Source: an optimization exercise on an open RTL-to-GDS flow (aim: small area). Production flows keep margins and buffers that such runs may drop.
Only simulation tests tie the RTL to the original design; equivalence was not proved.
Power figures rest on the tool's default switching activity, not on a simulated workload.

<file path="standard.sh">
#!/bin/bash
# synth_recipe.tcl (not shown) runs the flow's synth.tcl, then flattens the netlist and writes it again
# the make line also repeats each setting of config.mk as NAME=value (left out here)
make -C /OpenROAD-flow-scripts/flow DESIGN_CONFIG=/design/flow/config.mk WORK_HOME=/design/flow/orfs CLKGATE_MAP_FILE= SYNTH_SCRIPT=/design/flow/synth_recipe.tcl "${@:-finish}"
</file>
<file path="config.mk">
export PLATFORM = sky130hd
export DESIGN_NAME = calc
export DESIGN_NICKNAME = calc
export VERILOG_FILES = /design/flow/design.v
export SDC_FILE = /design/flow/constraint.sdc
export NUM_CORES = 4
export LEC_CHECK = 0
export CAP_MARGIN = 20
export CORE_MARGIN = 2
export CORE_UTILIZATION = 75
export SLEW_MARGIN = 20
</file>
<file path="constraint.sdc">
create_clock -name core_clock -period 170.0 [get_ports {clk}]
set_input_delay 34.0000 -clock core_clock [delete_from_list [all_inputs] [get_ports {clk}]]
set_output_delay 34.0000 -clock core_clock [all_outputs]
set_load 0.01 [all_outputs]
</file>
<file path="design.v">
module calc (
	output [3:0] col,
	input [3:0] row,
	output [6:0] sseg_A,
	output [9:0] sseg_C,
	output [35:0] value,
	output valid,
	output neg,
	input clk,
	input reset
);
wire det;
wire [3:0] code;
keyscan u_scan (.clk(clk), .reset(reset), .row(row), .col(col), .det(det), .code(code));
wire [3:0] sel;
wire [1:0] c4;
wire conv, rot, qin, err, setu;
wire Q35, Q34;
display u_disp (.clk(clk), .reset(reset), .conv(conv), .rot(rot), .qin(qin),
	.err(err), .setu(setu), .sel(sel), .c4(c4), .q35(Q35), .q34(Q34),
	.sseg_A(sseg_A), .sseg_C(sseg_C));
wire wrn, wrd;
wire [35:0] S, nend;
wire [3:0] key, dend, dfirst;
nring u_nring (.clk(clk), .wr(wrn), .d(S), .q(nend));
dring u_dring (.clk(clk), .wr(wrd), .d(key), .q(dend), .q0(dfirst));
wire xp, xs, sb, selV, selW, selE, inv, cin, vload;
wire [6:0] e7;
wire [35:0] V;
wire P35;
datapath u_dp (.clk(clk), .xp(xp), .xs(xs), .sb(sb), .selV(selV), .selW(selW),
	.selE(selE), .inv(inv), .cin(cin), .vload(vload), .e7(e7),
	.nend(nend), .S(S), .V(V), .P35(P35));
control u_ctl (.clk(clk), .reset(reset), .det(det), .code(code), .sel(sel), .c4(c4),
	.nend35(nend[35]), .dend(dend), .dfirst(dfirst), .P35(P35), .Q35(Q35),
	.Q34(Q34), .V35(V[35]), .S35(S[35]),
	.xp(xp), .xs(xs), .sb(sb), .selV(selV), .selW(selW), .selE(selE), .inv(inv),
	.cin(cin), .vload(vload), .e7(e7), .wrn(wrn), .wrd(wrd), .key(key),
	.conv(conv), .rot(rot), .qin(qin), .setu(setu), .err(err), .valid(valid));
assign value = V;
assign neg = V[35];
endmodule
module keyscan (
	input clk,
	input reset,
	input [3:0] row,
	output [3:0] col,
	output det,
	output reg [3:0] code
);
reg [1:0] ci;             
wire allhi = &row;
always @(posedge clk)
	if (reset) ci <= 2'd3;
	else if (allhi) ci <= ci + 2'd1;
assign col = ~(4'b0001 << ci);
reg held;                 
assign det = !held && !allhi;
always @(posedge clk)
	if (det) held <= 1'b1;
	else if (allhi) held <= 1'b0;
wire [1:0] ri = {~row[3] | ~row[2], ~row[3] | ~row[1]};
always @(*) begin
	case ({ri, ci})
		4'b11_11: code = 4'd7;
		4'b11_10: code = 4'd8;
		4'b11_01: code = 4'd9;
		4'b11_00: code = 4'd10;
		4'b10_11: code = 4'd4;
		4'b10_10: code = 4'd5;
		4'b10_01: code = 4'd6;
		4'b10_00: code = 4'd11;
		4'b01_11: code = 4'd1;
		4'b01_10: code = 4'd2;
		4'b01_01: code = 4'd3;
		4'b01_00: code = 4'd12;
		4'b00_11: code = 4'd15;
		4'b00_10: code = 4'd0;
		4'b00_01: code = 4'd14;
		default:  code = 4'd13;
	endcase
end
endmodule
module display (
	input clk,
	input reset,
	input conv,               
	input rot,                
	input qin,
	input err,
	input setu,               
	output reg [3:0] sel,
	output reg [1:0] c4,
	output q35, q34,
	output [6:0] sseg_A,
	output [9:0] sseg_C
);
wire tick = ~c4[1] & c4[0];
always @(posedge clk or posedge reset)
	if (reset) begin
		c4 <= 2'd0;
		sel <= 4'd0;
	end else begin
		c4 <= c4 + 2'd1;
		if (tick) sel <= (sel == 4'd9) ? 4'd0 : sel + 4'd1;
	end
wire [3:0] s = sel;
assign sseg_C[0] = ~(~s[3] & ~s[2] & ~s[1] & ~s[0]);
assign sseg_C[1] = ~(~s[3] & ~s[2] & ~s[1] & s[0]);
assign sseg_C[2] = ~(~s[2] & s[1] & ~s[0]);
assign sseg_C[3] = ~(~s[2] & s[1] & s[0]);
assign sseg_C[4] = ~(s[2] & ~s[1] & ~s[0]);
assign sseg_C[5] = ~(s[2] & ~s[1] & s[0]);
assign sseg_C[6] = ~(s[2] & s[1] & ~s[0]);
assign sseg_C[7] = ~(s[2] & s[1] & s[0]);
assign sseg_C[8] = ~(s[3] & ~s[0]);
assign sseg_C[9] = ~(s[3] & s[0]);
reg [39:0] b;
wire [39:0] a;
genvar gk;
generate
	for (gk = 0; gk < 10; gk = gk + 1) begin : adjd
		wire [3:0] d = b[4*gk +: 4];
		wire t = d[1] | d[0];
		wire g = conv & (d[3] | (d[2] & t));
		assign a[4*gk]   = d[0] ^ g;
		assign a[4*gk+1] = d[1] ^ (g & ~d[0]);
		assign a[4*gk+2] = d[2] ^ (g & t);
		if (gk == 9)
			assign a[4*gk+3] = d[3] ^ (g & d[2] & t);
		else
			assign a[4*gk+3] = d[3] | g;
	end
endgenerate
always @(posedge clk)
	b <= {a[38:0], rot ? b[39] : qin};
assign q35 = b[35];
assign q34 = b[34];
reg [2:0] u;
always @(posedge clk)
	if (setu) begin
		case (sel)
			4'd0: u <= 3'd1;
			4'd2: u <= 3'd2;
			4'd4: u <= 3'd3;
			4'd6: u <= 3'd4;
			default: u <= 3'd0;
		endcase
	end else if (tick)
		u <= (u == 3'd4) ? 3'd0 : u + 3'd1;
reg [3:0] dig;
reg [3:0] tap;
always @(*) begin
	case (u)
		3'd0: tap = b[6:3];
		3'd1: tap = b[14:11];
		3'd2: tap = b[22:19];
		3'd3: tap = b[30:27];
		default: tap = b[38:35];
	endcase
end
reg [3:0] ecode;
always @(*) begin
	case (sel)
		4'd9, 4'd1, 4'd2: ecode = 4'd11;
		4'd0: ecode = 4'd12;
		4'd3: ecode = 4'd10;
		default: ecode = 4'd13;
	endcase
end
always @(posedge clk)
	if (tick) dig <= err ? ecode : tap;
reg [6:0] sa;
always @(*) begin
	case (dig)
		4'd0: sa = 7'b1000000;
		4'd1: sa = 7'b1111001;
		4'd2: sa = 7'b0100100;
		4'd3: sa = 7'b0110000;
		4'd4: sa = 7'b0011001;
		4'd5: sa = 7'b0010010;
		4'd6: sa = 7'b0000010;
		4'd7: sa = 7'b1111000;
		4'd8: sa = 7'b0000000;
		4'd9: sa = 7'b0011000;
		4'd10: sa = 7'b0000110;
		4'd11: sa = 7'b0101111;
		4'd12: sa = 7'b0100011;
		4'd13: sa = 7'b1111111;
		default: sa = 7'b1000000;
	endcase
end
assign sseg_A = sa;
endmodule
module nring (
	input clk,
	input wr,
	input [35:0] d,
	output [35:0] q
);
reg [36*9-1:0] r;
assign q = r[36*9-1 -: 36];
always @(posedge clk)
	r <= {r[36*8-1:0], wr ? d : q};
endmodule
module dring (
	input clk,
	input wr,
	input [3:0] d,
	output [3:0] q,
	output [3:0] q0
);
reg [4*9-1:0] r;
assign q = r[4*9-1 -: 4];
assign q0 = r[3:0];
always @(posedge clk)
	r <= {r[4*8-1:0], wr ? d : q};
endmodule
module datapath (
	input clk,
	input xp, xs, sb, selV, selW, selE, inv, cin, vload,
	input [6:0] e7,
	input [35:0] nend,
	output [35:0] S,
	output reg [35:0] V,
	output P35
);
reg [35:0] P;
wire [35:0] X = ({36{xp}} & P) | ({36{xs}} & {P[34:0], 1'b0}) | {35'b0, sb};
wire [35:0] Y = ({36{selV}} & V) | ({36{selW}} & nend) | {29'b0, {7{selE}} & e7};
wire [35:0] Yx = Y ^ {36{inv}};
wire [36:0] cy;
assign cy[0] = cin;
genvar gi;
generate
	for (gi = 0; gi < 36; gi = gi + 1) begin : rca
		assign S[gi] = X[gi] ^ Yx[gi] ^ cy[gi];
		assign cy[gi+1] = (X[gi] & Yx[gi]) | (cy[gi] & (X[gi] ^ Yx[gi]));
	end
endgenerate
always @(posedge clk) begin
	P <= S;
	if (vload) V <= S;
end
assign P35 = P[35];
endmodule
module control (
	input clk,
	input reset,
	input det,
	input [3:0] code,
	input [3:0] sel,
	input [1:0] c4,
	input nend35,
	input [3:0] dend, dfirst,
	input P35, Q35, Q34, V35, S35,
	output reg xp, xs, sb, selV, selW, selE, inv, cin, vload,
	output [6:0] e7,
	output wrn, wrd,
	output reg [3:0] key,
	output conv, rot, qin, setu,
	output reg err,
	output valid
);
localparam IDLE = 4'd0, DIG = 4'd1, ENT = 4'd2, PUSH = 4'd3, CLR = 4'd4,
           OPW = 4'd5, OPB = 4'd6, ALGN = 4'd7, XFER = 4'd8, ITER = 4'd9,
           FIN = 4'd10, PREP = 4'd11, CONV = 4'd12, FIN2 = 4'd13, VAL = 4'd14,
           BACK = 4'd15;
reg [3:0] st;
reg [5:0] cnt;
reg [3:0] ph;             
reg [3:0] spn, spd;       
reg sgn;
wire isdiv = (key == 4'd13);
wire ismul = (key == 4'd12);
wire issub = (key == 4'd11);
wire isadd = (key == 4'd10);
wire addsub = isadd | issub;
wire isop = addsub | ismul | isdiv;
wire [6:0] e1 = (spd >= 4'd1) ? {3'b0, dend} : 7'd0;
wire [3:0] e2 = (spd >= 4'd2) ? dfirst : 4'd0;
assign e7 = {e2, 3'b0} + {2'b0, e2, 1'b0} + e1;
wire zn = (spn == 4'd0);
wire zd = (spd == 4'd0);
wire topn = (ph == {spn[3] | zn, spn[2:1], spn[0] | zn});
wire topd = (ph == {spd[3] | zd, spd[2:1], spd[0] | zd});
reg pushn, pushd;
always @(posedge clk) begin
	pushn <= topn;
	pushd <= topd;
end
wire first = (cnt == 6'd0);
wire last = (cnt == 6'd35);
wire B35 = (spn >= 4'd1) & nend35;
wire A35 = (spn >= 4'd2) & nend35;
wire phok = (c4 == 2'd1) && sel[0] && (cnt >= 6'd2);
always @(*) begin
	xp = 0; xs = 0; sb = 0; selV = 0; selW = 0; selE = 0; inv = 0; cin = 0; vload = 0;
	case (st)
		ENT: selE = 1;
		PUSH: begin
			xp = !isop;
			selV = isop;
		end
		CLR: vload = 1;
		OPW: begin
			selW = (spn >= 4'd1);
			inv = issub | (isdiv & B35);
			cin = inv;
			vload = 1;
		end
		OPB: begin
			if (cnt == 6'd7) begin
				selW = (spn >= 4'd2);
				inv = isdiv & A35;
				cin = inv;
				xp = addsub;
				vload = addsub;
			end else
				xp = 1;
		end
		ALGN: xp = 1;
		XFER: xs = 1;
		ITER: begin
			xs = !first;
			if (isdiv) begin
				sb = Q35;
				selV = 1;
				inv = first | ~P35;
				cin = inv;
			end else
				selV = Q35;
		end
		FIN: begin
			xp = 1;
			vload = ismul;
		end
		PREP: begin
			selV = 1;
			inv = V35;
			cin = V35;
		end
		CONV: xs = 1;
		BACK: begin
			xs = (cnt < 6'd36);
			xp = !xs;
			sb = xs & (Q35 ^ sgn);
		end
		FIN2: begin
			xp = isdiv & !err;
			cin = isdiv & sgn & !err;
			vload = isdiv;
		end
		default: ;
	endcase
end
always @(posedge clk or posedge reset)
	if (reset) begin
		st <= CLR;
		cnt <= 6'd0;
		ph <= 4'd1;
		err <= 1'b0;
	end else begin
		ph <= (ph == 4'd9) ? 4'd1 : ph + 4'd1;
		cnt <= cnt + 6'd1;
		case (st)
			IDLE: begin
				cnt <= 6'd0;
				if (det) begin
					if (code < 4'd10) st <= DIG;
					else if (code == 4'd14) st <= ENT;
					else if (code == 4'd15) st <= CLR;
					else st <= OPW;
				end
			end
			DIG: if (pushd) st <= IDLE;
			ENT: if (topd) st <= PUSH;
			PUSH: if (pushn) st <= IDLE;
			CLR: if (cnt == 6'd39) st <= IDLE;
			OPW: begin
				cnt <= 6'd0;
				if (topn) st <= OPB;
			end
			OPB: if (cnt == 6'd7) begin
				cnt <= 6'd0;
				st <= XFER;
			end
			XFER: if (last) begin
				cnt <= 6'd0;
				st <= ITER;
			end
			ITER: if (last) begin
				cnt <= 6'd0;
				st <= isdiv ? BACK : FIN;
			end
			BACK: begin
				if (first) err <= Q35 & Q34;
				if (cnt == 6'd39) st <= FIN2;
			end
			FIN2: st <= PREP;
			FIN: begin
				err <= 1'b0;
				st <= PREP;
			end
			PREP: begin
				cnt <= 6'd0;
				st <= ALGN;
			end
			ALGN: if (phok) begin
				cnt <= 6'd0;
				st <= CONV;
			end
			CONV: if (last) st <= VAL;
			VAL: st <= PUSH;
			default: st <= IDLE;
		endcase
	end
always @(posedge clk) begin
	if (st == IDLE && det) key <= code;
	if (st == CLR) begin
		spn <= 4'd0;
		spd <= 4'd0;
	end
	if (st == DIG && pushd) spd <= spd + 4'd1;
	if (st == ENT && topd) spd <= (spd >= 4'd4) ? spd - 4'd4 : 4'd0;
	if (st == PUSH && pushn) spn <= spn + 4'd1;
	if (st == OPW && topn) sgn <= isdiv & B35;
	if (st == OPB && cnt == 6'd7) begin
		sgn <= sgn ^ (isdiv & A35);
		spn <= (spn >= 4'd2) ? spn - 4'd2 : 4'd0;
	end
end
assign wrn = (st == PUSH) && pushn;
assign wrd = (st == DIG) && pushd;
assign valid = (st == VAL);
assign conv = (st == CONV);
assign rot = (st == IDLE) || (st == DIG) || (st == ENT) || (st == PUSH) ||
             (st == VAL);
assign qin = (st == CONV || st == XFER) ? P35 :
             (st == ITER && isdiv) ? ~S35 : 1'b0;
assign setu = conv && last;
endmodule
</file>
<file path="flow/run.sh">
#!/bin/bash
# Layout flow: the standard flow (standard.sh) with three changes to how the
# layout is built:
#  - ABC maps the logic with an area-oriented script (abc_area.script beside
#    this file) in place of ORFS's; the registers are mapped before ABC runs, so
#    they are the standard synthesis's;
#  - ports are buffered with the smallest buffer;
#  - the clock tree uses small clock buffers in larger sink clusters, without
#    dummy loads.
# The make output goes to standard.log; ORFS keeps each step's log in orfs/logs.
set -euo pipefail
here=$(pwd)
rm -rf "$here/scripts"
cp -r "$FLOW_HOME/scripts" "$here/scripts"
cp "$here/flow/abc_area.script" "$here/scripts/abc_area.script"
bash standard.sh \
	"SCRIPTS_DIR=$here/scripts" \
	"ABC_AREA=1" \
	"CTS_ARGS=-sink_clustering_enable -repair_clock_nets -dont_use_dummy_load -buf_list sky130_fd_sc_hd__clkbuf_4 -sink_clustering_size 10 -sink_clustering_max_diameter 40" \
	"BUFFER_PORTS_ARGS=-buffer_cell sky130_fd_sc_hd__buf_1" \
	finish > standard.log 2>&1
</file>
<file path="flow/abc_area.script">
strash
&get -n
&fraig -x
&put
scorr
dc2
strash
&get -n
&dch -f
&nf -R 1000
&put
</file>
==> flow_summary.yaml, run 1 <==
floorplan:
  io_pins: 65
  die_w_um: 151
  core.rowCount: 53
  die_area_um2: 22900
  start_util: 0.768
  core_area_um2: 21200
  die_h_um: 151
run:
  max_cap_viol_count: 0
clocking:
  insertion_delay_ns: 0.77
  clockRootBuffer: "clkbuf_4"
  cts.sinks: 518
  postCtsSetupBuffers: 0
  cts_made_buffers: 60
  cts_tree: "yes"
  cts_resized: 0
  holdBufCountCts: 0
  htreeDepth: 2
  clockBufferDepth: 3
  path_clk_slew_ns: 0.10
grt:
  grtUsageTotal: 0.299
  grt_pass1_wl_um: 52300
  grt_overflow_total: 0
  grt_antenna_before_repair: 1
  grt_max_degree: 71
  grt_pass1_vias: 10189
worst_setup_path:
  crit_start: "u_ctl.st[0]$_DFFE_PP0P_"
  cp_top_family: "flip-flops"
  worst-path-max-fanout: 15
  timing.rr.start: "u_ctl.cnt[1]$_DFF_PP0_"
  cp.required_ns: 136.00
  worstPathCellList: "clkinv_1, nand2_1, nor2_1, buf_1"
  cp_slowest_stage_delay_ns: 0.67
  worst_path_max_delay_cell: "dfrtp_1"
  cp-end-kind: "output pin"
  cp.arrival_ns: 2.05
  worst-path-buf-inv: 2
  start_kind: "register"
  critical_path_class: "reg -> out"
layout:
  nFillCells: 1165
  area_growth_pct: 6.86
  drive_gt1_frac: 0.0530
  stdcell_count: 1692
  nets: 1510
timing:
  tns_ns: 0
  fin_crit_ns: 36.05
  maxSlewViolCount: 0
  max_freq_mhz: 27.7
  hold_viol: 0
  rsz0062_at_grt: "no"
  tightest_slew_ns: 0.819
  slew_headroom: 0.449
  post-route-period-util: 0.212
  setup_viol: 0
  fin_skew_ns: 0.147
yosys:
  syn-num-nets: 1376
  seq_area_frac_synth: 0.679
  yosys_register_bits: 518
  synthFlopType: "dfxtp_1"
  synth-edff-count: 56
  synth_warnings: 6
  synth_cell_types: 51
  syn_avg_cell_area_um2: 12.7
  syn_inst: 1284
  synth_area_um2: 16200
  async_reset_ff_frac: 0.0405
routing:
  drtPass1Iterations: 5
  viasPerCell: 5.86
  wirelength_um: 32900
  via_count: 9922
  drtAntennaViolNets: 0
  drt_iter0_markers: 579
  routedWlPerCell_um: 19.4
  drcViolationCount: 0
place:
  dp_hpwl_um: 21300
  dpl.cell_count: 1631
  gp_congestion: 0.922
  port_buffers: 64
power:
  powerDensity_nw_per_um2: 10.1
  total_power_mw: 0.175
  peakVddDrop_v: 0.00000864
  p_leak_nw: 6.41
min_path:
  hold_class: "reg -> reg"
  min_from: "u_nring.r[181]$_DFF_P_"
run_status:
  outcome: "finished clean"
==> state kept, by name, indices dropped and copies added (netlist names), 6 cells and up <==
| name | count |
|---|---|
| u_nring.r | 324 |
| u_disp.b | 40 |
| u_dp.P | 36 |
| u_dp.V | 36 |
| u_dring.r | 36 |
| u_ctl.cnt | 6 |
==> routing by layer <==
metal,global-route usage,part of all wire
met1,0.377,0.41
met2,0.504,0.49
met3,0.0560,0.057
met4,0.139,0.036
met5,0,0
==> layout by cell type, fill, tap and decap left out, types with 10 or more instances in the layout <==
master / count
xnor2_1: 46
nand3_1: 19
a22oi_1: 66
and3_1: 10
dfrtp_1: 19
a21oi_1: 39
or2_0: 22
and2_0: 13
nor3_1: 10
dfxtp_1: 441
a21o_1: 11
nor2b_1: 12
xor2_1: 23
ha_1: 49
nand2_1: 103
edfxtp_1: 56
clkbuf_4: 60
buf_1: 64
fa_1: 37
clkinv_1: 93
nor2_1: 55
o21ai_0: 66
==> path summary, 6_finish.rpt <==
check / endpoint / slack [ns] / cells past startpoint
worst max-delay path: valid / 133.95 / 4
worst min-delay path: u_nring.r[217]$_DFF_P_ / 0.25 / 0
worst max register to register: u_disp.b[0]$_DFF_P_ / 152.40 / 47
worst min register to register: u_nring.r[217]$_DFF_P_ / 0.25 / 0
max in group asynchronous: u_ctl.cnt[2]$_DFF_PP0_ / 136.18 / 2
min in group asynchronous: u_disp.c4[0]$_DFF_PP0_ / 33.39 / 2
==> cell usage after synthesis, types with 5 or more instances <==
master,n,area share
nor4_1,7,0.0027
dfrtp_1,19,0.029
o22ai_1,6,0.0023
clkinv_1,93,0.021
a221oi_1,6,0.0032
or2_0,22,0.0085
nand4_1,5,0.0019
nand2_1,104,0.024
ha_1,49,0.038
a21o_1,11,0.0051
a222oi_1,5,0.0031
nand3_1,19,0.0059
a21oi_1,39,0.012
a31oi_1,9,0.0035
o21ai_0,68,0.021
nand2b_1,8,0.0031
nor2b_1,12,0.0046
xnor2_1,46,0.025
edfxtp_1,56,0.10
dfxtp_1,441,0.54
nor3_1,10,0.0031
nor2_1,56,0.013
mux2_1,5,0.0035
a22oi_1,66,0.030
fa_1,37,0.046
and2_0,13,0.0050
xor2_1,23,0.012
and3_1,10,0.0039
==> worst reg2reg max path, delay by kind of cell, from the launching register on <==
| kind | cells | cell delay [ns] |
|---|---|---|
| compound gates | 2 | 0.54 |
| buf+inv | 2 | 0.43 |
| simple gates | 4 | 0.97 |
| flops | 1 | 0.46 |
| fa+ha+maj | 36 | 14.43 |
| xor+xnor | 3 | 0.69 |
==> report_power, final <==
part	total [mW]	leakage (nW)	internal [mW]	switching (mW)
logic	0.000652	1.89	0.000192	0.000458
registers	0.123	4.25	0.123	0.0000321
clock network	0.0507	0.276	0.0161	0.0345
total	0.175	6.41	0.140	0.0350
==> layout make-up <==
| class | count | area [µm²] | area share |
|---|---|---|---|
| diodes | 1 | 2.50 | 0.000144 |
| repair buffers | 73 | 308 | 0.0177 |
| flip-flops and latches | 518 | 11000 | 0.636 |
| well taps | 275 | 344 | 0.0198 |
| inverters | 93 | 349 | 0.0201 |
| clock buffers | 60 | 450 | 0.0259 |
| multi-input cells | 672 | 4870 | 0.281 |
==> per-stage QoR <==
stage / worst slack [ns] / hold WS [ns] / area (µm²) / util
after global placement: 134.04 / 0.310 / 16900 / 0.799
final: 133.95 / 0.250 / 17400 / 0.821
after detailed placement: 133.97 / 0.312 / 16900 / 0.799
after floorplan: 134.35 / 0.310 / 16200 / -
after global routing: 133.78 / 0.246 / 17400 / 0.821
after CTS: 133.91 / 0.249 / 17400 / 0.821
==> logic make-up after synthesis <==
family	Yosys count	share of synthesized area
AOI/OAI and AO/OA	236	0.0942
xor gates and xnor gates	69	0.0372
adders and majority gates	86	0.0833
buffers and inverters	94	0.0219
DFF	518	0.679
muxes	6	0.00408
and+or+nand+nor	275	0.0799
==> inputs of run 2 (changes only) <==
--- a/design.v
+++ b/design.v
@@ -23,5 +23,5 @@
 wire [35:0] S, nend;
-wire [3:0] key, dend, dfirst;
+wire [3:0] dwd, dend, dfirst;
 nring u_nring (.clk(clk), .wr(wrn), .d(S), .q(nend));
-dring u_dring (.clk(clk), .wr(wrd), .d(key), .q(dend), .q0(dfirst));
+dring u_dring (.clk(clk), .wr(wrd), .d(dwd), .q(dend), .q0(dfirst));
 wire xp, xs, sb, selV, selW, selE, inv, cin, vload;
@@ -37,3 +37,3 @@
 	.xp(xp), .xs(xs), .sb(sb), .selV(selV), .selW(selW), .selE(selE), .inv(inv),
-	.cin(cin), .vload(vload), .e7(e7), .wrn(wrn), .wrd(wrd), .key(key),
+	.cin(cin), .vload(vload), .e7(e7), .wrn(wrn), .wrd(wrd), .dwd(dwd),
 	.conv(conv), .rot(rot), .qin(qin), .setu(setu), .err(err), .valid(valid));
@@ -259,3 +259,3 @@
 	output wrn, wrd,
-	output reg [3:0] key,
+	output [3:0] dwd,
 	output conv, rot, qin, setu,
@@ -264,10 +264,9 @@
 );
-localparam IDLE = 4'd0, DIG = 4'd1, ENT = 4'd2, PUSH = 4'd3, CLR = 4'd4,
-           OPW = 4'd5, OPB = 4'd6, ALGN = 4'd7, XFER = 4'd8, ITER = 4'd9,
-           FIN = 4'd10, PREP = 4'd11, CONV = 4'd12, FIN2 = 4'd13, VAL = 4'd14,
-           BACK = 4'd15;
+localparam IDLE = 4'd0, DIG = 4'd1, ENT = 4'd2, ENTZ = 4'd3, PUSH = 4'd4, CLR = 4'd5,
+           OPW = 4'd6, OPB = 4'd7, XFER = 4'd8, ITER = 4'd9, FIN = 4'd10, PREP = 4'd11,
+           BACK = 4'd12, ALGN = 4'd13, CONV = 4'd14, VAL = 4'd15;
 reg [3:0] st;
 reg [5:0] cnt;
-reg [3:0] ph;             
-reg [3:0] spn, spd;       
+reg [3:0] key;
+reg [3:0] rn, rd;
 reg sgn;
@@ -279,19 +278,19 @@
 wire isop = addsub | ismul | isdiv;
-wire [6:0] e1 = (spd >= 4'd1) ? {3'b0, dend} : 7'd0;
-wire [3:0] e2 = (spd >= 4'd2) ? dfirst : 4'd0;
-assign e7 = {e2, 3'b0} + {2'b0, e2, 1'b0} + e1;
-wire zn = (spn == 4'd0);
-wire zd = (spd == 4'd0);
-wire topn = (ph == {spn[3] | zn, spn[2:1], spn[0] | zn});
-wire topd = (ph == {spd[3] | zd, spd[2:1], spd[0] | zd});
-reg pushn, pushd;
-always @(posedge clk) begin
-	pushn <= topn;
-	pushd <= topd;
-end
+assign e7 = {dfirst, 3'b0} + {2'b0, dfirst, 1'b0} + {3'b0, dend};
+wire rn0 = (rn == 4'd0);
+wire rn1 = (rn == 4'd1);
+wire rd0 = (rd == 4'd0);
+wire rd1 = (rd == 4'd1);
 wire first = (cnt == 6'd0);
 wire last = (cnt == 6'd35);
-wire B35 = (spn >= 4'd1) & nend35;
-wire A35 = (spn >= 4'd2) & nend35;
 wire phok = (c4 == 2'd1) && sel[0] && (cnt >= 6'd2);
+wire holdn = (st == PUSH && !isop && rn1) || (st == XFER && cnt < 6'd8);
+wire holdd = (st == DIG && rd1) || (st == ENTZ && cnt < 6'd5);
+always @(posedge clk) begin
+	if (!holdn) rn <= (rn == 4'd8) ? 4'd0 : rn + 4'd1;
+	if (!holdd) rd <= (rd == 4'd8) ? 4'd0 : rd + 4'd1;
+	if (st == IDLE && det) key <= code;
+	if (st == OPW && rn0) sgn <= isdiv & nend35;
+	if (st == OPB && cnt == 6'd7) sgn <= sgn ^ (isdiv & nend35);
+end
 always @(*) begin
@@ -300,5 +299,6 @@
 		ENT: selE = 1;
+		ENTZ: xp = 1;
 		PUSH: begin
 			xp = !isop;
-			selV = isop;
+			selV = isop & rn0;
 		end
@@ -306,4 +306,4 @@
 		OPW: begin
-			selW = (spn >= 4'd1);
-			inv = issub | (isdiv & B35);
+			selW = 1;
+			inv = issub | (isdiv & nend35);
 			cin = inv;
@@ -313,4 +313,4 @@
 			if (cnt == 6'd7) begin
-				selW = (spn >= 4'd2);
-				inv = isdiv & A35;
+				selW = 1;
+				inv = isdiv & nend35;
 				cin = inv;
@@ -334,4 +334,5 @@
 		FIN: begin
-			xp = 1;
-			vload = ismul;
+			xp = !(isdiv & err);
+			cin = isdiv & sgn & !err;
+			vload = ismul | isdiv;
 		end
@@ -344,10 +345,4 @@
 		BACK: begin
-			xs = (cnt < 6'd36);
-			xp = !xs;
-			sb = xs & (Q35 ^ sgn);
-		end
-		FIN2: begin
-			xp = isdiv & !err;
-			cin = isdiv & sgn & !err;
-			vload = isdiv;
+			xs = 1;
+			sb = Q35 ^ sgn;
 		end
@@ -360,6 +355,4 @@
 		cnt <= 6'd0;
-		ph <= 4'd1;
 		err <= 1'b0;
 	end else begin
-		ph <= (ph == 4'd9) ? 4'd1 : ph + 4'd1;
 		cnt <= cnt + 6'd1;
@@ -375,5 +368,9 @@
 			end
-			DIG: if (pushd) st <= IDLE;
-			ENT: if (topd) st <= PUSH;
-			PUSH: if (pushn) st <= IDLE;
+			DIG: if (rd1) st <= IDLE;
+			ENT: begin
+				cnt <= 6'd0;
+				if (rd0) st <= ENTZ;
+			end
+			ENTZ: if (cnt == 6'd7) st <= PUSH;
+			PUSH: if (rn1) st <= IDLE;
 			CLR: if (cnt == 6'd39) st <= IDLE;
@@ -381,3 +378,3 @@
 				cnt <= 6'd0;
-				if (topn) st <= OPB;
+				if (rn0) st <= OPB;
 			end
@@ -393,3 +390,7 @@
 				cnt <= 6'd0;
-				st <= isdiv ? BACK : FIN;
+				if (isdiv) st <= BACK;
+				else begin
+					err <= 1'b0;
+					st <= FIN;
+				end
 			end
@@ -397,9 +398,5 @@
 				if (first) err <= Q35 & Q34;
-				if (cnt == 6'd39) st <= FIN2;
-			end
-			FIN2: st <= PREP;
-			FIN: begin
-				err <= 1'b0;
-				st <= PREP;
+				if (last) st <= FIN;
 			end
+			FIN: st <= PREP;
 			PREP: begin
@@ -413,3 +410,3 @@
 			CONV: if (last) st <= VAL;
-			VAL: st <= PUSH;
+			VAL: if (rn == 4'd8) st <= PUSH;
 			default: st <= IDLE;
@@ -417,23 +414,10 @@
 	end
-always @(posedge clk) begin
-	if (st == IDLE && det) key <= code;
-	if (st == CLR) begin
-		spn <= 4'd0;
-		spd <= 4'd0;
-	end
-	if (st == DIG && pushd) spd <= spd + 4'd1;
-	if (st == ENT && topd) spd <= (spd >= 4'd4) ? spd - 4'd4 : 4'd0;
-	if (st == PUSH && pushn) spn <= spn + 4'd1;
-	if (st == OPW && topn) sgn <= isdiv & B35;
-	if (st == OPB && cnt == 6'd7) begin
-		sgn <= sgn ^ (isdiv & A35);
-		spn <= (spn >= 4'd2) ? spn - 4'd2 : 4'd0;
-	end
-end
-assign wrn = (st == PUSH) && pushn;
-assign wrd = (st == DIG) && pushd;
+assign wrd = (st == DIG && rd1) || (st == ENT && rd0) ||
+             (st == ENTZ && cnt >= 6'd5) || (st == CLR);
+assign dwd = (st == DIG) ? key : 4'd0;
+assign wrn = (st == PUSH && (rn1 || (isop && rn0))) || (st == CLR);
 assign valid = (st == VAL);
 assign conv = (st == CONV);
-assign rot = (st == IDLE) || (st == DIG) || (st == ENT) || (st == PUSH) ||
-             (st == VAL);
+assign rot = (st == IDLE) || (st == DIG) || (st == ENT) || (st == ENTZ) ||
+             (st == PUSH) || (st == VAL);
 assign qin = (st == CONV || st == XFER) ? P35 :
==> run 2 against run 1 <==
Against the previous run:
- largest power group unchanged
- design area shrank 2.9%
- critical endpoint unchanged
- still clean on timing, DRC and antenna
- clock skew fell by 0.052 ns
- core utilization shrank 1.1 points
==> flow_summary.yaml, run 2 <==
worst_setup_path:
  timing.rr.start: "u_ctl.st[0]$_DFFE_PP1P_"
  reg2reg_to: "u_nring.r[35]$_DFF_P_"
  reg2reg_depth: 46
  worst-path-max-fanout: 14
  cp.required_ns: 136.00
  cp.arrival_ns: 2.08
  r2r_setup_slack_ns: 152.57
  cp-end-kind: "output pin"
  critical_path_class: "reg -> out"
  start_kind: "register"
yosys:
  seq_area_frac_synth: 0.692
  ys_top_cells_by_area: "dfxtp_1 (56%), edfxtp_1 (11%), fa_1 (4.7%)"
  syn_avg_cell_area_um2: 12.8
  yosysMostFrequentCell: "dfxtp_1"
  yosys-top-cells-count: "dfxtp_1 (439), clkinv_1 (92), nor2_1 (81)"
  synth_warnings: 6
  synth-edff-count: 56
  synth_area_um2: 15700
  yosys.area.top_type_share: 0.558
  yosys_register_bits: 512
  syn_inst: 1231
  synth_cell_types: 52
  async_reset_ff_frac: 0.0332
  syn-num-nets: 1316
  synthFlopType: "dfxtp_1"
  yosysTopAreaCell: "dfxtp_1"
min_path:
  hold_class: "reg -> reg"
  worstHoldPathCells: 0
  min_to: "u_nring.r[286]$_DFF_P_"
  min_from: "u_nring.r[250]$_DFF_P_"
run:
  max_cap_viol_count: 0
grt:
  use_met3: 0.0517
  grtUsageTotal: 0.279
  gr-max-usage-layer: "met2"
  grt_pass1_vias: 9700
  grtUsageMet2: 0.472
  grt_pass1_wl_um: 48600
  grt_antenna_before_repair: 2
  grt_max_degree: 43
  met1_usage: 0.361
  grt_overflow_total: 0
timing:
  max_freq_mhz: 27.7
  maxSlewViolCount: 0
  fin_ws_ns: 133.92
  fin_crit_ns: 36.08
  tightest_slew_ns: 0.839
  rsz0062_at_grt: "no"
  fin_skew_ns: 0.0957
  tns_ns: 0
  whs_ns: 0.298
  hold_viol: 0
  post-route-period-util: 0.212
  setup_viol: 0
  slew_headroom: 0.441
layout:
  final_area_um2: 16900
  reg_top3: "u_nring.r x324, u_disp.b x40"
  top_register: "u_nring.r"
  nets: 1450
  final_common_cell: "dfxtp_1"
  nFillCells: 1162
  utilization: 0.810
  layout_common_cells: "dfxtp_1 (439), clkinv_1 (92), nor2_1 (81), nand2_1 (75), a21oi_1 (74)"
  drive_gt1_frac: 0.0528
  area_growth_pct: 7.10
  largest_reg_flops: 324
place:
  dpl-instance-area_um2: 16400
  port_buffers: 64
  gp_congestion: 0.927
  pre_cts_ws_ns: 134.12
  dp_hpwl_um: 20200
clocking:
  path_clk_slew_ns: 0.10
  insertion_delay_ns: 0.73
  cts_resized: 0
  clockBufferDepth: 3
  holdBufCountCts: 0
  postCtsSetupBuffers: 0
  cts_made_buffers: 58
  clockRootBuffer: "clkbuf_4"
  htreeDepth: 2
  cts_tree: "yes"
  cts.sinks: 512
power:
  peakVddDrop_v: 0.0000132
  p_leak_nw: 6.45
  powerDensity_nw_per_um2: 16.5
floorplan:
  die_h_um: 149
  core.rowCount: 53
  start_util: 0.756
  die_area_um2: 22200
  io_pins: 65
  core_area_um2: 20800
  die_w_um: 149
routing:
  viasPerCell: 5.68
  drt_iter0_markers: 653
  drcViolationCount: 0
  routedWlPerCell_um: 18.2
  via_count: 9303
  drtAntennaViolNets: 0
  drtPass1Iterations: 6
  wirelength_um: 29900
run_status:
  outcome: "finished clean"
[run 2: changes by cell type after synthesis, moves of 11 or more]
| cell | previous run | this run |
|---|---|---|
| a21oi_1 | 39 | 74 |
| and2_0 | 13 | 2 |
| nand2_1 | 104 | 75 |
| nor2_1 | 56 | 81 |
| o21ai_0 | 68 | 30 |
[run 2: how the worst max path moves through the flow]
stage / from / to / slack, ns
after floorplan: row[2] / u_ctl.st[1]$_DFFE_PP0P_ / 134.66
after global placement: row[3] / u_ctl.st[1]$_DFFE_PP0P_ / 134.38
after detailed placement: row[3] / u_ctl.st[1]$_DFFE_PP0P_ / 134.12
after CTS: u_ctl.st[0]$_DFFE_PP1P_ / valid / 133.90
after global routing: u_ctl.st[0]$_DFFE_PP1P_ / valid / 133.83
final: u_ctl.st[0]$_DFFE_PP1P_ / valid / 133.92
[run 2: cell type report]
type                       instances  area [µm²]  area share
antenna                            1        2.50    0.000148
clock buffer                      58         435      0.0258
inverter                          92         345      0.0205
multi-input combinational        626        4510       0.267
sequential                       512       10900       0.646
tap                              275         344      0.0204
timing repair buffer              75         327      0.0194
[run 2: routing by layer]
| metal | share of wire | wire length [µm] |
|---|---|---|
| met1 | 0.42 | 12600 |
| met2 | 0.49 | 14600 |
| met3 | 0.059 | 1770 |
| met4 | 0.032 | 958 |
| met5 | 0 | 0 |
[run 2: worst max-delay path, stage by stage, from the launching register on]
cell	delay, ns
dfstp_2	0.68
nand2_1	0.19
nor2_1	0.26
buf_1	0.24
[run 2: logic make-up after synthesis]
kind of cell             count (synthesis)  synth area share
XOR/XNOR                                60            0.0334
AO/OA/AOI/OAI                          235            0.0973
AND/OR/NAND/NOR                        250            0.0729
adder cells (fa/ha/maj)                 79            0.0804
flip-flops                             512             0.692
buffers and inverters                   93            0.0224
multiplexers                             2           0.00143
[run 2: stage by stage]
step	power (mW)	cells
final	0.277	1639
after floorplan	0.208	1231
after detailed placement	0.229	1579
after CTS	0.278	1637
after global routing	0.292	1639
after global placement	0.224	1579
[run 2: report_power, final]
group / total (mW) / switching [mW] / internal, mW
logic: 0.0477 / 0.0311 / 0.0166
registers: 0.180 / 0.0180 / 0.162
clock network: 0.0497 / 0.0341 / 0.0157
total: 0.277 / 0.0832 / 0.194
==> inputs of run 3 (changes only) <==
--- a/design.v
+++ b/design.v
@@ -13,3 +13,5 @@
 wire [3:0] code;
-keyscan u_scan (.clk(clk), .reset(reset), .row(row), .col(col), .det(det), .code(code));
+wire idle;
+keyscan u_scan (.clk(clk), .reset(reset), .row(row), .take(idle), .col(col), .det(det),
+	.code(code));
 wire [3:0] sel;
@@ -26,4 +28,5 @@
 dring u_dring (.clk(clk), .wr(wrd), .d(dwd), .q(dend), .q0(dfirst));
-wire xp, xs, sb, selV, selW, selE, inv, cin, vload;
-wire [6:0] e7;
+wire xp, xs, sb, selV, selW, inv, cin, vload;
+wire selE8, selE2, selE1;
+wire [3:0] dend_c, dfirst_c;
 wire [35:0] V;
@@ -31,3 +34,4 @@
 datapath u_dp (.clk(clk), .xp(xp), .xs(xs), .sb(sb), .selV(selV), .selW(selW),
-	.selE(selE), .inv(inv), .cin(cin), .vload(vload), .e7(e7),
+	.selE8(selE8), .selE2(selE2), .selE1(selE1), .dend(dend), .dfirst(dfirst),
+	.inv(inv), .cin(cin), .vload(vload),
 	.nend(nend), .S(S), .V(V), .P35(P35));
@@ -36,5 +40,6 @@
 	.Q34(Q34), .V35(V[35]), .S35(S[35]),
-	.xp(xp), .xs(xs), .sb(sb), .selV(selV), .selW(selW), .selE(selE), .inv(inv),
-	.cin(cin), .vload(vload), .e7(e7), .wrn(wrn), .wrd(wrd), .dwd(dwd),
-	.conv(conv), .rot(rot), .qin(qin), .setu(setu), .err(err), .valid(valid));
+	.xp(xp), .xs(xs), .sb(sb), .selV(selV), .selW(selW), .selE8(selE8), .selE2(selE2),
+	.selE1(selE1), .inv(inv), .cin(cin), .vload(vload), .wrn(wrn), .wrd(wrd), .dwd(dwd),
+	.conv(conv), .rot(rot), .qin(qin), .setu(setu), .err(err), .valid(valid),
+	.idle(idle));
 assign value = V;
@@ -46,2 +51,3 @@
 	input [3:0] row,
+	input take,               
 	output [3:0] col,
@@ -58,4 +64,5 @@
 assign det = !held && !allhi;
-always @(posedge clk)
-	if (det) held <= 1'b1;
+always @(posedge clk or posedge reset)
+	if (reset) held <= 1'b0;
+	else if (det && take) held <= 1'b1;
 	else if (allhi) held <= 1'b0;
@@ -220,4 +227,5 @@
 	input clk,
-	input xp, xs, sb, selV, selW, selE, inv, cin, vload,
-	input [6:0] e7,
+	input xp, xs, sb, selV, selW, inv, cin, vload,
+	input selE8, selE2, selE1,      
+	input [3:0] dend, dfirst,
 	input [35:0] nend,
@@ -229,3 +237,5 @@
 wire [35:0] X = ({36{xp}} & P) | ({36{xs}} & {P[34:0], 1'b0}) | {35'b0, sb};
-wire [35:0] Y = ({36{selV}} & V) | ({36{selW}} & nend) | {29'b0, {7{selE}} & e7};
+wire [6:0] E = ({7{selE8}} & {dend, 3'b0}) | ({7{selE2}} & {2'b0, dfirst, 1'b0}) |
+               ({7{selE1}} & {3'b0, dfirst});
+wire [35:0] Y = ({36{selV}} & V) | ({36{selW}} & nend) | {29'b0, E};
 wire [35:0] Yx = Y ^ {36{inv}};
@@ -256,4 +266,3 @@
 	input P35, Q35, Q34, V35, S35,
-	output reg xp, xs, sb, selV, selW, selE, inv, cin, vload,
-	output [6:0] e7,
+	output reg xp, xs, sb, selV, selW, selE8, selE2, selE1, inv, cin, vload,
 	output wrn, wrd,
@@ -262,3 +271,4 @@
 	output reg err,
-	output valid
+	output valid,
+	output idle
 );
@@ -278,3 +288,2 @@
 wire isop = addsub | ismul | isdiv;
-assign e7 = {dfirst, 3'b0} + {2'b0, dfirst, 1'b0} + {3'b0, dend};
 wire rn0 = (rn == 4'd0);
@@ -282,2 +291,3 @@
 wire rd0 = (rd == 4'd0);
+wire rd8 = (rd == 4'd8);
 wire rd1 = (rd == 4'd1);
@@ -287,3 +297,3 @@
 wire holdn = (st == PUSH && !isop && rn1) || (st == XFER && cnt < 6'd8);
-wire holdd = (st == DIG && rd1) || (st == ENTZ && cnt < 6'd5);
+wire holdd = (st == DIG && rd1) || (st == ENTZ && cnt >= 6'd1 && cnt < 6'd6);
 always @(posedge clk) begin
@@ -296,6 +306,11 @@
 always @(*) begin
-	xp = 0; xs = 0; sb = 0; selV = 0; selW = 0; selE = 0; inv = 0; cin = 0; vload = 0;
+	xp = 0; xs = 0; sb = 0; selV = 0; selW = 0; selE8 = 0; selE2 = 0; selE1 = 0;
+	inv = 0; cin = 0; vload = 0;
 	case (st)
-		ENT: selE = 1;
-		ENTZ: xp = 1;
+		ENT: selE8 = 1;
+		ENTZ: begin
+			xp = 1;
+			selE2 = (cnt == 6'd0);
+			selE1 = (cnt == 6'd1);
+		end
 		PUSH: begin
@@ -354,3 +369,3 @@
 		st <= CLR;
-		cnt <= 6'd0;
+		cnt <= 6'd31;
 		err <= 1'b0;
@@ -371,5 +386,5 @@
 				cnt <= 6'd0;
-				if (rd0) st <= ENTZ;
+				if (rd8) st <= ENTZ;
 			end
-			ENTZ: if (cnt == 6'd7) st <= PUSH;
+			ENTZ: if (cnt == 6'd9) st <= PUSH;
 			PUSH: if (rn1) st <= IDLE;
@@ -414,4 +429,3 @@
 	end
-assign wrd = (st == DIG && rd1) || (st == ENT && rd0) ||
-             (st == ENTZ && cnt >= 6'd5) || (st == CLR);
+assign wrd = (st == DIG && rd1) || (st == ENTZ && cnt >= 6'd6) || (st == CLR);
 assign dwd = (st == DIG) ? key : 4'd0;
@@ -419,5 +433,10 @@
 assign valid = (st == VAL);
+assign idle = (st == IDLE);
 assign conv = (st == CONV);
-assign rot = (st == IDLE) || (st == DIG) || (st == ENT) || (st == ENTZ) ||
-             (st == PUSH) || (st == VAL);
+reg bok;
+always @(posedge clk or posedge reset)
+	if (reset) bok <= 1'b0;
+	else if (sel == 4'd0 && c4 == 2'd3) bok <= 1'b1;
+assign rot = bok && ((st == IDLE) || (st == DIG) || (st == ENT) || (st == ENTZ) ||
+             (st == PUSH) || (st == VAL));
 assign qin = (st == CONV || st == XFER) ? P35 :
==> run 3 against run 2 <==
Against the previous run:
- still clean on timing, DRC and antenna
- largest power group unchanged
- final cell count fell by 0.67%
- global-route usage up 1.1 points
- register-to-register slack improved by 0.65 ns
- critical path type unchanged
==> flow_summary.yaml, run 3 <==
routing:
  viasPerCell: 5.82
  routedWlPerCell_um: 19.0
  drcViolationCount: 0
  drtAntennaViolNets: 0
  drtPass1Iterations: 5
  via_count: 9470
  drt_iter0_markers: 755
  wirelength_um: 31000
timing:
  tns_ns: 0
  tightest_slew_ns: 0.765
  hold_viol: 0
  setup_viol: 0
  rsz0062_at_grt: "no"
  slew_headroom: 0.487
  max_freq_mhz: 27.8
  maxSlewViolCount: 0
  post-route-period-util: 0.212
  fin_crit_ns: 36.00
  whs_ns: 0.309
  fin_skew_ns: 0.0581
worst_setup_path:
  cp.arrival_ns: 2.00
  worst-path-max-fanout: 4
  reg2reg_to: "u_nring.r[35]$_DFF_P_"
  crit_start: "u_disp.dig[1]$_DFFE_PP_"
  reg2reg_depth: 46
  start_kind: "register"
  timing.rr.start: "u_ctl.st[2]$_DFFE_PP1P_"
  critical_path_class: "reg -> out"
  cp.required_ns: 136.00
  cp-end-kind: "output pin"
  r2r_setup_slack_ns: 153.22
layout:
  layout_common_cells: "dfxtp_1 (438), clkinv_1 (85), nor2_1 (85), nand2_1 (77), a21oi_1 (76)"
  stdcell_count: 1628
  largest_reg_flops: 324
  area_growth_pct: 7.02
  final_area_um2: 16800
  nets: 1436
  reg_top3: "u_nring.r x324, u_disp.b x40"
  final_common_cell: "dfxtp_1"
  drive_gt1_frac: 0.0575
  top_register: "u_nring.r"
power:
  powerDensity_nw_per_um2: 15.2
  peakVddDrop_v: 0.0000112
  p_leak_nw: 6.41
yosys:
  syn_inst: 1226
  yosys.area.top_type_share: 0.559
  yosysTopAreaCell: "dfxtp_1"
  synth_warnings: 6
  synthFlopType: "dfxtp_1"
  yosys_register_bits: 513
  yosys-top-cells-count: "dfxtp_1 (438), clkinv_1 (85), nor2_1 (85)"
  ys_top_cells_by_area: "dfxtp_1 (56%), edfxtp_1 (11%), fa_1 (4.5%)"
  synth_cell_types: 52
  synth_area_um2: 15700
  seq_area_frac_synth: 0.697
  syn-num-nets: 1303
  yosysMostFrequentCell: "dfxtp_1"
  syn_avg_cell_area_um2: 12.8
  async_reset_ff_frac: 0.0370
  synth-edff-count: 56
grt:
  grtUsageTotal: 0.290
  grt_antenna_before_repair: 1
  grt_pass1_vias: 9782
  grt_overflow_total: 0
  grt_pass1_wl_um: 49900
  grt_max_degree: 45
clocking:
  cts.sinks: 513
  cts_resized: 0
  cts_made_buffers: 58
  clockBufferDepth: 3
  postCtsSetupBuffers: 0
  clockRootBuffer: "clkbuf_4"
  path_clk_slew_ns: 0.12
  holdBufCountCts: 0
  htreeDepth: 2
  insertion_delay_ns: 0.70
  cts_tree: "yes"
floorplan:
  core.rowCount: 52
  core_area_um2: 20400
  start_util: 0.771
  die_h_um: 149
  die_w_um: 149
  io_pins: 65
  die_area_um2: 22100
run:
  max_cap_viol_count: 0
run_status:
  outcome: "finished clean"
min_path:
  worstHoldPathCells: 0
  min_to: "u_nring.r[264]$_DFF_P_"
  min_from: "u_nring.r[228]$_DFF_P_"
  hold_class: "reg -> reg"
place:
  dpl.cell_count: 1567
  port_buffers: 64
  dp_hpwl_um: 20600
  dpl-instance-area_um2: 16300
  gp_congestion: 0.938
-- run 3: worst max-delay path by stage --
| stage | endpoint | slack (ns) | cells past startpoint |
|---|---|---|---|
| 3_3_place_gp | u_ctl.st[0]$_DFFE_PP1P_ | 134.47 | 10 |
| 3_5_place_dp | u_ctl.st[0]$_DFFE_PP1P_ | 134.32 | 10 |
| 4_1_cts | sseg_A[3] | 133.97 | 6 |
| 6_report | sseg_A[3] | 134.00 | 6 |
| 2_1_floorplan | u_ctl.st[0]$_DFFE_PP1P_ | 134.74 | 9 |
| 5_1_grt | col[0] | 133.89 | 4 |
-- run 3: layout make-up --
type	count	area, µm²
fill	1118	3570
sequential	513	10900
clock buffer	58	435
tap	270	338
timing repair buffer	74	319
antenna	1	2.50
multi-input combinational	627	4450
inverter	85	319
-- run 3: where the power goes --
group	internal, mW	total, mW	switching [mW]
combinational	0.0103	0.0314	0.0212
sequential	0.159	0.174	0.0155
clock	0.0157	0.0498	0.0341
-- run 3: per-stage QoR --
stage	utilization	power [mW]	setup WS (ns)
final	0.825	0.256	134.00
after global routing	0.825	0.268	133.89
after CTS	0.824	0.257	133.97
after detailed placement	0.802	0.207	134.32
after global placement	0.802	0.203	134.47
after floorplan	-	0.191	134.74
-- run 3: cell families (layout without fill, tap and decap cells) --
logic type | count (synthesis) | after routing | share of synthesized area
mux | 3 | 3 | 0.00215
xor+xnor | 59 | 59 | 0.0329
simple gates | 261 | 261 | 0.0777
flops | 513 | 513 | 0.697
other cells | 0 | 1 | 0
compound gates | 233 | 233 | 0.0964
fa+ha+maj | 71 | 71 | 0.0733
buf+inv | 86 | 217 | 0.0208
-- run 3: routing by layer --
metal / GRT usage / wire length (µm) / vias up
met5: 0 / 0 / -
met4: 0.110 / 963 / 0
met3: 0.0543 / 1820 / 86
met2: 0.484 / 15200 / 363
met1: 0.383 / 13000 / 4572
li1: - / - / 4449
-- run 3: worst max-delay path, cell delays in order, from the launching register on --
cell and delay [ns]:
edfxtp_1 0.41, clkinv_1 0.13, ha_1 0.23, o21bai_1 0.19
a21oi_1 0.08, a21o_1 0.17, buf_1 0.12
==> inputs of run 4 (changes only) <==
--- a/flow/run.sh
+++ b/flow/run.sh
@@ -4,4 +4,5 @@
 #  - ABC maps the logic with an area-oriented script (abc_area.script beside
-#    this file) in place of ORFS's; the registers are mapped before ABC runs, so
-#    they are the standard synthesis's;
+#    this file) in place of ORFS's, and Yosys extracts only full adders before
+#    it (no half adders); the registers are mapped before either runs, so they
+#    are the standard synthesis's;
 #  - ports are buffered with the smallest buffer;
@@ -15,2 +16,5 @@
 cp "$here/flow/abc_area.script" "$here/scripts/abc_area.script"
+# extract only full adders (the ALU's adder); leave other logic to ABC
+sed -i 's/^  extract_fa {\*}\[dont_use_extract_fa_args\]$/  extract_fa -fa/' "$here/scripts/synth.tcl"
+grep -q '^  extract_fa -fa$' "$here/scripts/synth.tcl"
 bash standard.sh \
==> run 4 against run 3 <==
Against the previous run:
- sequential power is essentially flat
- flip-flop and latch count is the same
- total power shrank 3.4%
- die area shrank 2.9%
- via count shrank 4.0%
- clock-buffer cell count is the same
- non-clock buffer count grew 1
- combinational power shrank 23%
- maximum frequency is essentially flat
- register-to-register slack lost 0.54 ns
- clock power grew 1%
- global-route usage shrank 0.75 points
- critical endpoint is now valid
==> flow_summary.yaml, run 4 <==
clocking:
  clockRootBuffer: "clkbuf_4"
  cts_resized: 0
  cts_made_buffers: 58
  clockBufferDepth: 3
  holdBufCountCts: 0
  insertion_delay_ns: 0.73
  cts.sinks: 513
  path_clk_slew_ns: 0.10
  cts_tree: "yes"
  postCtsSetupBuffers: 0
  htreeDepth: 2
yosys:
  synthFlopType: "dfxtp_1"
  synth_cell_types: 54
  yosysMostFrequentCell: "dfxtp_1"
  yosysTopAreaCell: "dfxtp_1"
  synth_warnings: 6
  syn-num-nets: 1201
  seq_area_frac_synth: 0.718
  synth_area_um2: 15200
  syn_inst: 1160
  yosys_register_bits: 513
  synth-edff-count: 56
  async_reset_ff_frac: 0.0370
  yosys-top-cells-count: "dfxtp_1 (438), nor2_1 (100), a22oi_1 (73)"
  syn_avg_cell_area_um2: 13.1
  ys_top_cells_by_area: "dfxtp_1 (58%), edfxtp_1 (11%), fa_1 (4.6%)"
  yosys.area.top_type_share: 0.576
floorplan:
  die_w_um: 146
  start_util: 0.757
  die_h_um: 146
  core.rowCount: 52
  die_area_um2: 21500
  core_area_um2: 20100
  io_pins: 65
timing:
  fin_skew_ns: 0.137
  hold_viol: 0
  slew_headroom: 0.449
  max_freq_mhz: 27.8
  setup_viol: 0
  fin_crit_ns: 36.00
  rsz0062_at_grt: "no"
  tightest_slew_ns: 0.819
  post-route-period-util: 0.212
  tns_ns: 0
  maxSlewViolCount: 0
routing:
  drtAntennaViolNets: 0
  viasPerCell: 5.81
  drtPass1Iterations: 5
  drt_iter0_markers: 650
  routedWlPerCell_um: 18.8
  via_count: 9095
  wirelength_um: 29500
  drcViolationCount: 0
layout:
  utilization: 0.812
  top_register: "u_nring.r"
  final_common_cell: "dfxtp_1"
  nFillCells: 1098
  nets: 1335
  area_growth_pct: 7.25
  seq_area_um2: 10900
  largest_reg_flops: 324
  drive_gt1_frac: 0.0604
  layout_common_cells: "dfxtp_1 (438), nor2_1 (99), a22oi_1 (73), a21oi_1 (65), buf_1 (64)"
  multi_input_area_um2: 4110
  reg_top3: "u_nring.r x324, u_disp.b x40"
  final_area_um2: 16300
place:
  port_buffers: 64
  dp_hpwl_um: 19100
  gp_congestion: 0.900
  dpl-instance-area_um2: 15900
worst_setup_path:
  r2r_setup_slack_ns: 152.68
  reg2reg_to: "u_nring.r[35]$_DFF_P_"
  timing.rr.start: "u_ctl.st[2]$_DFFE_PP1P_"
  cp_slowest_stage_delay_ns: 0.66
  cp-end-kind: "output pin"
  cp.required_ns: 136.00
  reg2reg_depth: 48
  cp.arrival_ns: 2.00
  start_kind: "register"
  worstPathCellList: "nand2_1, nor2_1, buf_1"
  worst-path-max-fanout: 12
  critical_path_class: "reg -> out"
  worst_path_max_delay_cell: "dfstp_2"
min_path:
  worstHoldPathCells: 0
  hold_class: "reg -> reg"
  min_from: "u_dring.r[6]$_DFF_P_"
  min_to: "u_dring.r[10]$_DFF_P_"
grt:
  grt_pass1_wl_um: 47800
  grt_antenna_before_repair: 3
  grt_max_degree: 57
  grt_pass1_vias: 9281
  grtUsageTotal: 0.283
  grt_overflow_total: 0
power:
  peakVddDrop_v: 0.0000114
  p_leak_nw: 6.12
  powerDensity_nw_per_um2: 15.1
run:
  max_cap_viol_count: 0
run_status:
  outcome: "finished clean"
==> run 4: layout make-up <==
cell class                 instances  share of cell area
timing repair buffer              75              0.0200
sequential                       513               0.670
inverter                          46              0.0106
multi-input combinational        600               0.252
tap                              270              0.0207
antenna                            3            0.000460
clock buffer                      58              0.0267
==> run 4: worst max-delay path: cells and delay by family, from the launching register on <==
kind,cells,cell delay [ns]
AND/OR/NAND/NOR,2,0.44
flip-flops,1,0.66
buffers and inverters,1,0.21
==> run 4: cells by family after synthesis <==
| group | after synthesis | synth area share |
|---|---|---|
| compound gates | 228 | 0.0996 |
| simple gates | 259 | 0.0789 |
| xor+xnor | 74 | 0.0426 |
| mux | 4 | 0.00288 |
| flops | 513 | 0.718 |
| buf+inv | 47 | 0.0118 |
| fa+ha+maj | 35 | 0.0460 |
==> run 4: layer usage <==
layer	track usage	vias to the layer above	routed length, µm
met5	0	-	0
met4	0.103	0	707
met3	0.0525	65	1950
met1	0.380	4401	12600
met2	0.467	347	14200
li1	-	4282	-
==> run 4: worst max path at each step <==
stage | slack, ns | from | endpoint | depth (start not counted)
global route | 133.84 | u_ctl.st[1]$_DFFE_PP0P_ | valid | 3
finish | 134.00 | u_ctl.st[0]$_DFFE_PP1P_ | valid | 3
detailed placement | 134.09 | row[2] | u_ctl.st[0]$_DFFE_PP1P_ | 8
global placement | 134.15 | row[2] | u_ctl.st[0]$_DFFE_PP1P_ | 8
CTS | 133.95 | u_ctl.st[2]$_DFFE_PP1P_ | valid | 3
floorplan | 134.47 | row[2] | u_ctl.st[0]$_DFFE_PP1P_ | 7
==> run 4: power breakdown <==
part | switching, mW | internal, mW
registers | 0.0145 | 0.158
logic | 0.0159 | 0.00818
clock network | 0.0349 | 0.0156
==> run 4: metrics by stage <==
step / cells / total power [mW] / worst slack, ns / hold slack [ns]
2_1_floorplan: 1160 / 0.184 / 134.47 / 0.310
3_3_place_gp: 1502 / 0.195 / 134.15 / 0.310
3_5_place_dp: 1503 / 0.198 / 134.09 / 0.312
4_1_cts: 1561 / 0.248 / 133.95 / 0.262
5_1_grt: 1564 / 0.258 / 133.84 / 0.247
6_report: 1565 / 0.247 / 134.00 / 0.239

[what the ideal ports hide]
No port has a modelled driver above. Below, the same layouts with a new extraction and two added sets of constraints.
Step 1 sets driving cells, clkbuf_16 on the clock port and buf_2 on the other inputs (assumed; they add their load-dependent delay and slew).
Step 2 adds t to the input delays and takes it off the output delays; t is the mean of the earliest and latest rising clock arrival at the registers after step 1. Input paths then give back, and output paths get back, about the clock's delay inside the block.
Slacks: ideal / step 1 / step 2; pairs: ideal / step 1.
| run | t (ns) | setup WS [ns] | worst register clock-pin slew, ns | pins driven straight from the clock port |
|---|---|---|---|---|
| run 1 | 0.746 | 133.950 / 133.904 / 133.847 | 0.11 / 0.11 | 1 |
| run 2 | 0.720 | 133.916 / 133.875 / 134.041 | 0.11 / 0.11 | 1 |
| run 3 | 0.722 | 133.997 / 133.952 / 134.219 | 0.12 / 0.12 | 1 |
| run 4 | 0.704 | 133.999 / 133.959 / 133.969 | 0.12 / 0.12 | 1 |
After both steps setup and hold are still met in every run listed. The setup slack of run 1, which loses most, moves by -0.046 ns with the drivers and by -0.103 ns with both steps.
